Context: an optimization exercise on an open-source flow, tuned for small area, a short achievable clock period and few clock cycles. The choices shown serve that exercise and are no tape-out recipe.
Only simulation tests tie the RTL to the original design; equivalence was not proved.
Power is estimated from default activity; no workload was simulated.

==> flow/design.v <==
`timescale 1 ns / 1 ps
module udp_recv_data_buf
(
    input  wire        s_aclk,
    input  wire        s_aresetn,
    input  wire [31:0] s_axis_tdata,
    input  wire        s_axis_tvalid,
    output wire        s_axis_tready,
    input  wire        s_axis_tlast,
    output wire [31:0] m_axis_tdata,
    output wire        m_axis_tvalid,
    input  wire        m_axis_tready,
    output wire        m_axis_tlast
);
    reg [32:0] mem [0:15];
    reg [3:0]  wr_ptr;
    reg [3:0]  rd_ptr;
    reg [4:0]  count;
    wire do_wr = s_axis_tvalid && (count != 5'd16);
    wire do_rd = m_axis_tready && (count != 5'd0);
    assign s_axis_tready = (count != 5'd16);
    assign m_axis_tvalid = (count != 5'd0);
    assign m_axis_tdata  = mem[rd_ptr][31:0];
    assign m_axis_tlast  = mem[rd_ptr][32];
    always @(posedge s_aclk) begin
        if (do_wr)
            mem[wr_ptr] <= {s_axis_tlast, s_axis_tdata};
    end
    always @(posedge s_aclk) begin
        if (!s_aresetn) begin
            wr_ptr <= 4'd0;
            rd_ptr <= 4'd0;
            count  <= 5'd0;
        end else begin
            if (do_wr)
                wr_ptr <= wr_ptr + 4'd1;
            if (do_rd)
                rd_ptr <= rd_ptr + 4'd1;
            case ({do_wr, do_rd})
                2'b10: count <= count + 5'd1;
                2'b01: count <= count - 5'd1;
                default: count <= count;
            endcase
        end
    end
endmodule
`timescale 1 ns / 1 ps
module udp_recv 
(
    input wire  clk,
    input wire  rst,
	output wire         eth_rxd_tready,
	input wire [31 : 0] eth_rxd_tdata,
	input wire [3 : 0]  eth_rxd_tkeep,
	input wire          eth_rxd_tlast,
	input wire          eth_rxd_tvalid,
	output wire          eth_rxs_tready,
	input wire [31 : 0]  eth_rxs_tdata,
	input wire [3 : 0]   eth_rxs_tkeep,
	input wire           eth_rxs_tlast,
	input wire           eth_rxs_tvalid,
    output wire [31 : 0] m_axis_data_tdata,
    output wire          m_axis_data_tvalid,
    input  wire          m_axis_data_tready,
    output wire          m_axis_data_tlast
);
    wire [47:0] local_mac   = 48'h02_00_00_00_00_00;
    wire [31:0] local_ip    = {8'd192, 8'd168, 8'd1,   8'd128};
    wire [31:0] gateway_ip  = {8'd192, 8'd168, 8'd1,   8'd1};
    wire [31:0] subnet_mask = {8'd255, 8'd255, 8'd255, 8'd0};
    wire [31 : 0] recv_udp_data_din;
    wire recv_udp_data_we;
    wire recv_udp_data_last;
    wire recv_udp_data_rdy;
    wire rxd_fire = eth_rxd_tvalid && eth_rxd_tready;
    reg [31 : 0] recv_ctrl[0 : 5]; 
    reg [7 : 0] recv_dst_mac_addr[0 : 5];
    reg [7 : 0] recv_src_mac_addr[0 : 5];
    reg [15 : 0] recv_ip_pkg_size;
    reg [15 : 0] recv_ip_id;
    reg [7 : 0] recv_ip_protocol;
    reg [7 : 0] recv_ip_hdr_crc;
    reg [7 : 0] recv_dst_ip_addr[0 : 3];
    reg [7 : 0] recv_src_ip_addr[0 : 3];
    reg [15 : 0] recv_udp_data_din_lo;
    reg [15 : 0] recv_udp_src_port;
    reg [15 : 0] recv_udp_dst_port;
    reg [15 : 0] recv_udp_crc;
    reg [15 : 0] recv_udp_size;
	reg [4 : 0] recv_state;
    integer i;
	always @(posedge clk) begin
		if (rst) begin
			recv_state <= 0;
	    end else begin    
			case(recv_state)
				0: begin  
					if(eth_rxs_tvalid == 1) begin
						for(i = 0; i < 5; i = i + 1) begin
                            recv_ctrl[i] <= recv_ctrl[i + 1];
						end
						recv_ctrl[5] <= eth_rxs_tdata;    
						if(eth_rxs_tlast == 1) begin
                            recv_state <= 1;
                        end
					end
				end
				1: begin  
                    if(rxd_fire == 1) begin
                        recv_dst_mac_addr[5] <= eth_rxd_tdata[7 : 0];  
                        recv_dst_mac_addr[4] <= eth_rxd_tdata[15 : 8];
                        recv_dst_mac_addr[3] <= eth_rxd_tdata[23 : 16];
                        recv_dst_mac_addr[2] <= eth_rxd_tdata[31 : 24];
                        recv_state <= 2;
                    end
                end	
				2: begin  
                    if(rxd_fire == 1) begin
                        recv_dst_mac_addr[1] <= eth_rxd_tdata[7 : 0];  
                        recv_dst_mac_addr[0] <= eth_rxd_tdata[15 : 8];
                        recv_src_mac_addr[5] <= eth_rxd_tdata[23 : 16];  
                        recv_src_mac_addr[4] <= eth_rxd_tdata[31 : 24];
                        recv_state <= 3;
                    end
                end
                3: begin  
                    if(rxd_fire == 1) begin
                        recv_src_mac_addr[3] <= eth_rxd_tdata[7 : 0];  
                        recv_src_mac_addr[2] <= eth_rxd_tdata[15 : 8];                
                        recv_src_mac_addr[1] <= eth_rxd_tdata[23 : 16];
                        recv_src_mac_addr[0] <= eth_rxd_tdata[31 : 24];
                        recv_state <= 4;
                    end
                end
                4: begin  
                    if(rxd_fire == 1) begin
                        if({eth_rxd_tdata[7 : 0], eth_rxd_tdata[15 : 8]} == 16'h0800) begin  
                            if(eth_rxd_tdata[23 : 20] == 4'h4 && eth_rxd_tdata[19 : 16] == 4'h5) begin  
                                recv_state <= 5;
                            end else begin
                                recv_state <= 21;
                            end
                        end else begin
                            recv_state <= 21;
                        end
                    end
                end
                5: begin  
                    if(rxd_fire == 1) begin
                        recv_ip_pkg_size <= {eth_rxd_tdata[7 : 0], eth_rxd_tdata[15 : 8]};  
                        recv_ip_id <= {eth_rxd_tdata[23 : 16], eth_rxd_tdata[31 : 24]};  
                        if({recv_dst_mac_addr[0], 
                            recv_dst_mac_addr[1], 
                            recv_dst_mac_addr[2], 
                            recv_dst_mac_addr[3], 
                            recv_dst_mac_addr[4], 
                            recv_dst_mac_addr[5]} == local_mac) begin                        
                            recv_state <= 6;
                        end else begin
                            recv_state <= 21;
                        end
                    end
                end
                6: begin  
                    if(rxd_fire == 1) begin
                        recv_ip_protocol <= eth_rxd_tdata[31 : 24]; 
                        recv_state <= 7;
                    end
                end    					
                7: begin  
                    if(rxd_fire == 1) begin
                        recv_ip_hdr_crc <= {eth_rxd_tdata[7 : 0], eth_rxd_tdata[15 : 8]};  
                        recv_src_ip_addr[3] <= eth_rxd_tdata[23 : 16];
                        recv_src_ip_addr[2] <= eth_rxd_tdata[31 : 24]; 
                        recv_state <= 8;
                    end
                end
                8: begin  
                    if(rxd_fire == 1) begin
                        recv_src_ip_addr[1] <= eth_rxd_tdata[7 : 0];
                        recv_src_ip_addr[0] <= eth_rxd_tdata[15 : 8]; 
                        recv_dst_ip_addr[3] <= eth_rxd_tdata[23 : 16];
                        recv_dst_ip_addr[2] <= eth_rxd_tdata[31 : 24];
                        recv_state <= 9;
                    end
                end                
                9: begin  
                    if(rxd_fire == 1) begin
                        recv_dst_ip_addr[1] <= eth_rxd_tdata[7 : 0];
                        recv_dst_ip_addr[0] <= eth_rxd_tdata[15 : 8]; 
                        if({eth_rxd_tdata[15 : 8], eth_rxd_tdata[7 : 0], recv_dst_ip_addr[2], recv_dst_ip_addr[3]} == local_ip) begin
                            if(recv_ip_protocol == 8'h11) begin  
                                recv_udp_src_port <= {eth_rxd_tdata[23 : 16], eth_rxd_tdata[31 : 24]};
                                recv_state <= 19;                                               
                            end else begin  
                                recv_state <= 21;                       
                            end
                        end else begin
                            recv_state <= 21;
                        end                
                    end
                end
                19: begin  
                    if(rxd_fire == 1) begin
                        recv_udp_dst_port <= {eth_rxd_tdata[7 : 0], eth_rxd_tdata[15 : 8]};
                        recv_udp_size <= {eth_rxd_tdata[23 : 16], eth_rxd_tdata[31 : 24]} - 8;
                        recv_state <= 20;                                     
                    end
                end
                20: begin  
                    if(rxd_fire == 1) begin
                        recv_udp_crc <= {eth_rxd_tdata[7 : 0], eth_rxd_tdata[15 : 8]};
                        recv_udp_data_din_lo <= eth_rxd_tdata[31 : 16];
                        recv_state <= 22;                                     
                    end
                end
                21: begin  
                    if(rxd_fire == 1 && eth_rxd_tlast == 1) begin
                        recv_state <= 0;        
                    end       
                end   
                22: begin  
                    if(rxd_fire == 1) begin
                        recv_udp_data_din_lo <= eth_rxd_tdata[31 : 16]; 
                        if(eth_rxd_tlast == 1) begin
                            if(eth_rxd_tkeep == 3 || eth_rxd_tkeep == 1) begin
                                recv_state <= 0;
                            end else begin
                                recv_state <= 28;
                            end            
                        end
                    end    
                end
                28: begin  
                    if(recv_udp_data_rdy == 1) begin
                        recv_state <= 0;
                    end
                end
			endcase
	    end 
	end       
    udp_recv_data_buf 
    udp_recv_data_buf_i 
    (
        .s_aclk(clk),
        .s_aresetn(~rst),
        .s_axis_tdata(recv_udp_data_din),
        .s_axis_tvalid(recv_udp_data_we),
        .s_axis_tready(recv_udp_data_rdy),
        .s_axis_tlast(recv_udp_data_last),
        .m_axis_tdata(m_axis_data_tdata),
        .m_axis_tvalid(m_axis_data_tvalid),
        .m_axis_tready(m_axis_data_tready),
        .m_axis_tlast(m_axis_data_tlast)
    );      
    assign recv_udp_data_din = {eth_rxd_tdata[15 : 0], recv_udp_data_din_lo};   
    assign recv_udp_data_we = ((recv_state == 22) && (rxd_fire == 1)) || (recv_state == 28);
    assign recv_udp_data_last = (recv_state == 28) || ((recv_state == 22) && (eth_rxd_tlast == 1) && (eth_rxd_tkeep == 3 || eth_rxd_tkeep == 1));
    assign eth_rxs_tready = (recv_state == 0);
    assign eth_rxd_tready = ((recv_state != 0) && (recv_state != 28) && (recv_udp_data_rdy == 1));
endmodule
==> flow/run.sh <==
#!/bin/bash
# synth_recipe.tcl (not shown) runs the flow's synth.tcl, then flattens the netlist and writes it again
# the make line also repeats each setting of config.mk as NAME=value (left out here)
make -C /OpenROAD-flow-scripts/flow DESIGN_CONFIG=/design/flow/config.mk WORK_HOME=/design/flow/orfs CLKGATE_MAP_FILE= SYNTH_SCRIPT=/design/flow/synth_recipe.tcl finish
==> flow/config.mk <==
export PLATFORM = sky130hd
export DESIGN_NAME = udp_recv
export DESIGN_NICKNAME = udp_recv
export VERILOG_FILES = /design/flow/design.v
export SDC_FILE = /design/flow/constraint.sdc
export NUM_CORES = 4
export LEC_CHECK = 0
export CAP_MARGIN = 20
export CORE_MARGIN = 2
export CORE_UTILIZATION = 40
export PLACE_DENSITY = 0.6
export SLEW_MARGIN = 20
==> flow/constraint.sdc <==
create_clock -name core_clock -period 5.0 [get_ports {clk}]
set_input_delay 1.0000 -clock core_clock [delete_from_list [all_inputs] [get_ports {clk}]]
set_output_delay 1.0000 -clock core_clock [all_outputs]
set_load 0.01 [all_outputs]
==> reports/results.txt <==
Outcome -> complete, no violations
Die X -> 250.3 µm
Ant. Diodes -> 0
Switching pwr -> 2180 µW
Hold WS -> 528.7 ps
DRC viols -> 0
Final min period -> 4169 ps
Initial core utilization -> 0.4034
Pre-CTS WS -> 1024 ps
Fmax -> 0.2399 GHz
Prevailing post-synth register cell -> edfxtp_1
Port Buf Inserts -> 77
Worst hold path depth -> 2
DR vias/cell -> 5.484
Critical path class -> register to primary output
Post-CTS sizing -> 0
Startpoint Class -> register
First-pass GRT wire length -> 75,840 µm
Worst R2R End -> udp_recv_data_buf_i.count[4]$_SDFFE_PP0P_
Comb pwr share -> 0.040
YS warnings -> 7
WHS Endpoint -> udp_recv_data_buf_i.rd_ptr[3]$_SDFFE_PP0N_
Rows -> 90
Root cell of the clock tree -> clkbuf_16
Hold path start -> udp_recv_data_buf_i.rd_ptr[3]$_SDFFE_PP0N_
Tot GR Track Use -> 0.1674
Final WS setup -> 831.2 ps
Antenna Nets Post-Route -> 0
Async set or reset register ratio after synthesis -> 0
Drt total wl -> 52,090 µm
Initial antenna violation count -> 6
I/O pin count -> 115
Longest Clk Path Bufs -> 3
Switch share -> 0.2017
Seq cells post-synth -> 638
Placer Congestion -> 0.7975
P_int -> 8626 µW
CTS tree -> built
Router iterations before antenna repair -> 5
Worst-path clk slew -> 60 ps
Die Ht -> 250.3 µm
Cells on worst reg2reg path -> 13
Post-CTS Setup Bufs -> 0
VDD IR max -> 234.5 µV
Crit path capture type -> primary output
Die area -> 0.06263 mm²
Leakage power -> 0.008485 µW
Final HPWL DP -> 29,730 µm
Worst EP required -> 4000 ps
Core Region -> 0.06013 mm²
EDFF count, synth -> 616
Post-Syn Area -> 0.02426 mm²
Worst-Margin Slew -> 1016 ps
Clk pwr share -> 0.411
Worst relative slew slack -> 0.3201
Period utilization -> 0.8338
RSZ-0062 raised after global routing -> no
Share of power burned in registers -> 0.549
Final cell count without fillers -> 2,024
Worst Path Arrival -> 3170 ps
Post-synthesis sequential area ratio -> 0.7807
Num CTS Buffers -> 59
Final setup fails -> 0
Vias in the first global route -> 11,377
Largest net degree at the start of global routing -> 61
Placed instance count -> 1,916
Syn-to-layout area delta -> 16.64%
Total clock sinks -> 638
Fin. max-slew vios -> 0
Later-pin clock latency in the skew report -> 610 ps
Worst Hold Class -> register to register
Final hold vios -> 0
FF-to-FF Start -> recv_state[1]$_SDFFE_PP0P_
Max FO, Critical Path -> 43
Synth Instances -> 1,067
Cts hold-fix bufs -> 0
Total gr overflow -> 0
Syn Nets -> 1,155
Synth unique cells -> 56
Wire length per cell -> 25.74 µm
Layout Nets -> 1,283
Syn_area_per_cell -> 22.74 µm²
Pwr/cell area -> 381.9 mW/mm²
Layout Utilization -> 0.4706
# H-tree levels -> 2
DR iter-0 viols -> 1,046
Final Skew -> 21.05 ps
Sum Neg Setup Slack -> 0 ps
Max cap viols -> 0
Reg2reg setup slack -> 1280 ps
Via count -> 11,099
Fraction of layout cells with a size suffix above 1 -> 0.2536
[stage by stage]
| stage | power, µW | instance area, µm² |
|---|---|---|
| after CTS | 10900 | 28300 |
| after floorplan | 6288 | 24260 |
| after global placement | 6453 | 26390 |
| after global routing | 11130 | 28300 |
| after detailed placement | 6469 | 26390 |
| final | 10810 | 28300 |
[layout by cell type (no fill, tap or decap), types with 7 or more instances in the layout]
| cell type | instances |
|---|---|
| a21oi_1 | 8 |
| bufinv_16 | 7 |
| ha_1 | 9 |
| xor2_1 | 7 |
| buf_12 | 13 |
| mux4_2 | 165 |
| edfxtp_1 | 616 |
| dfxtp_1 | 18 |
| nor4_1 | 17 |
| nor2_1 | 27 |
| nor2_4 | 12 |
| nand2_1 | 17 |
| buf_4 | 32 |
| clkinv_2 | 9 |
| clkbuf_1 | 16 |
| clkbuf_16 | 61 |
| clkdlybuf4s50_1 | 77 |
| nand2b_1 | 7 |
| nor4b_1 | 8 |
| clkinv_1 | 14 |
[worst max path at each step]
stage | startpoint | end | cells after the start
4_1_cts | register | m_axis_data_tdata[30] | 4
5_1_grt | register | m_axis_data_tdata[11] | 4
2_1_floorplan | eth_rxd_tvalid | udp_recv_data_buf_i.mem[3][0]$_DFFE_PP_ | 4
6_report | register | m_axis_data_tdata[11] | 4
3_3_place_gp | eth_rxd_tvalid | udp_recv_data_buf_i.count[4]$_SDFFE_PP0P_ | 13
3_5_place_dp | eth_rxd_tvalid | udp_recv_data_buf_i.count[4]$_SDFFE_PP0P_ | 13
[final cells by class]
cell class | count | area, µm²
clock buffers | 77 | 1587
repair buffers | 122 | 1271
well taps | 782 | 978.4
clock inverters | 31 | 316.6
fillers | 4896 | 31840
flip-flops and latches | 638 | 18950
multi-input cells | 368 | 5170
inverters | 6 | 22.52
[cells in the mapped netlist (2+ instances only)]
cell,count,area [µm²]
a211oi_1,3,22.52
a21o_1,2,15.01
a21oi_1,8,40.04
a221oi_1,3,26.28
a31oi_1,3,18.77
and2_1,2,12.51
and3_1,3,18.77
and4_1,2,17.52
buf_1,4,15.01
buf_2,12,60.06
buf_4,2,15.01
buf_6,2,22.52
clkbuf_1,35,131.4
dfxtp_1,22,440.4
edfxtp_1,616,18500
ha_1,9,112.6
inv_1,6,22.52
mux2i_1,5,50.05
mux4_2,165,3716
nand2_1,17,63.81
nand2b_1,7,43.79
nand3_1,6,30.03
nand3b_1,3,22.52
nand4_1,6,37.54
nor2_1,39,146.4
nor2b_1,5,31.28
nor3_1,8,40.04
nor3b_1,2,15.01
nor4_1,18,112.6
nor4b_1,8,70.07
o211ai_1,2,15.01
o21ai_0,4,20.02
o21ai_1,2,10.01
o22ai_1,3,18.77
or3_1,3,18.77
xnor2_1,4,35.03
xor2_1,7,61.31
[logic make-up after synthesis]
group | count (synthesis) | share of synthesized area
XOR/XNOR | 11 | 0.003971
AO/OA/AOI/OAI | 44 | 0.01393
multiplexers | 171 | 0.1557
buffers and inverters | 61 | 0.01099
flip-flops | 638 | 0.7807
AND/OR/NAND/NOR | 133 | 0.03007
adder cells (fa/ha/maj) | 9 | 0.004642
[critical path, cell delays in order (launching register included)]
cell             delay, ps
dfxtp_4                530
buf_12                 350
mux4_2                 570
mux4_2                 530
clkdlybuf4s50_1        500
[sequential cells by signal, indices dropped and copies added, names as in the netlist, named ones only]
signal                      count
udp_recv_data_buf_i.mem       528
udp_recv_data_buf_i.rd_ptr      4
recv_udp_data_din_lo           16
recv_dst_mac_addr              48
recv_ip_protocol                8
recv_state                      5
recv_dst_ip_addr               16
udp_recv_data_buf_i.wr_ptr      4
udp_recv_data_buf_i.count       5
[power groups by stage]
stage	Sequential [µW]	Clock, µW	Combinational [µW]
after global routing	5940	4730	462
after detailed placement	6040	0	425
final	5930	4440	433
after global placement	6040	0	412
after floorplan	6010	0	279
after CTS	5930	4540	427
[routing by layer]
| metal | part of all wire | global-route usage |
|---|---|---|
| met1 | 0.44 | 0.2407 |
| met2 | 0.48 | 0.2647 |
| met3 | 0.060 | 0.03211 |
| met4 | 0.023 | 0.04311 |
| met5 | 0.00098 | 0 |
Testbench counts, summed over its fixed seeds: cycles 20,354.

-- re-timing with driven ports --
How much do the figures lean on ideal ports? The routed layout below was timed once more, with nothing changed but the port constraints. Step 1 (the two cells are an assumption about what drives the block):
set clk [get_ports {clk}]
set_driving_cell -lib_cell sky130_fd_sc_hd__clkbuf_16 $clk
set_driving_cell -lib_cell sky130_fd_sc_hd__buf_2 [delete_from_list [all_inputs] $clk]
Step 2 moves the port delays by t, midway between the first and last clock arrival at a register: inputs arrive t later, outputs are due t later. That takes back most of the time a late clock gives input paths. a / b / c = ideal ports / drivers / drivers and shift; a / b = the first two.
shift t [ns]: 0.661
setup slack, ns: 0.831 / 0.775 / 1.006
worst setup path after step 2: input to register
clock arrival spread, ns: 0.024 / 0.024
worst register clock-pin slew, ns: 0.07 / 0.07
After both steps setup and hold are still met in this run. The setup slack of this run moves by -0.056 ns with the drivers and by +0.175 ns with both steps.
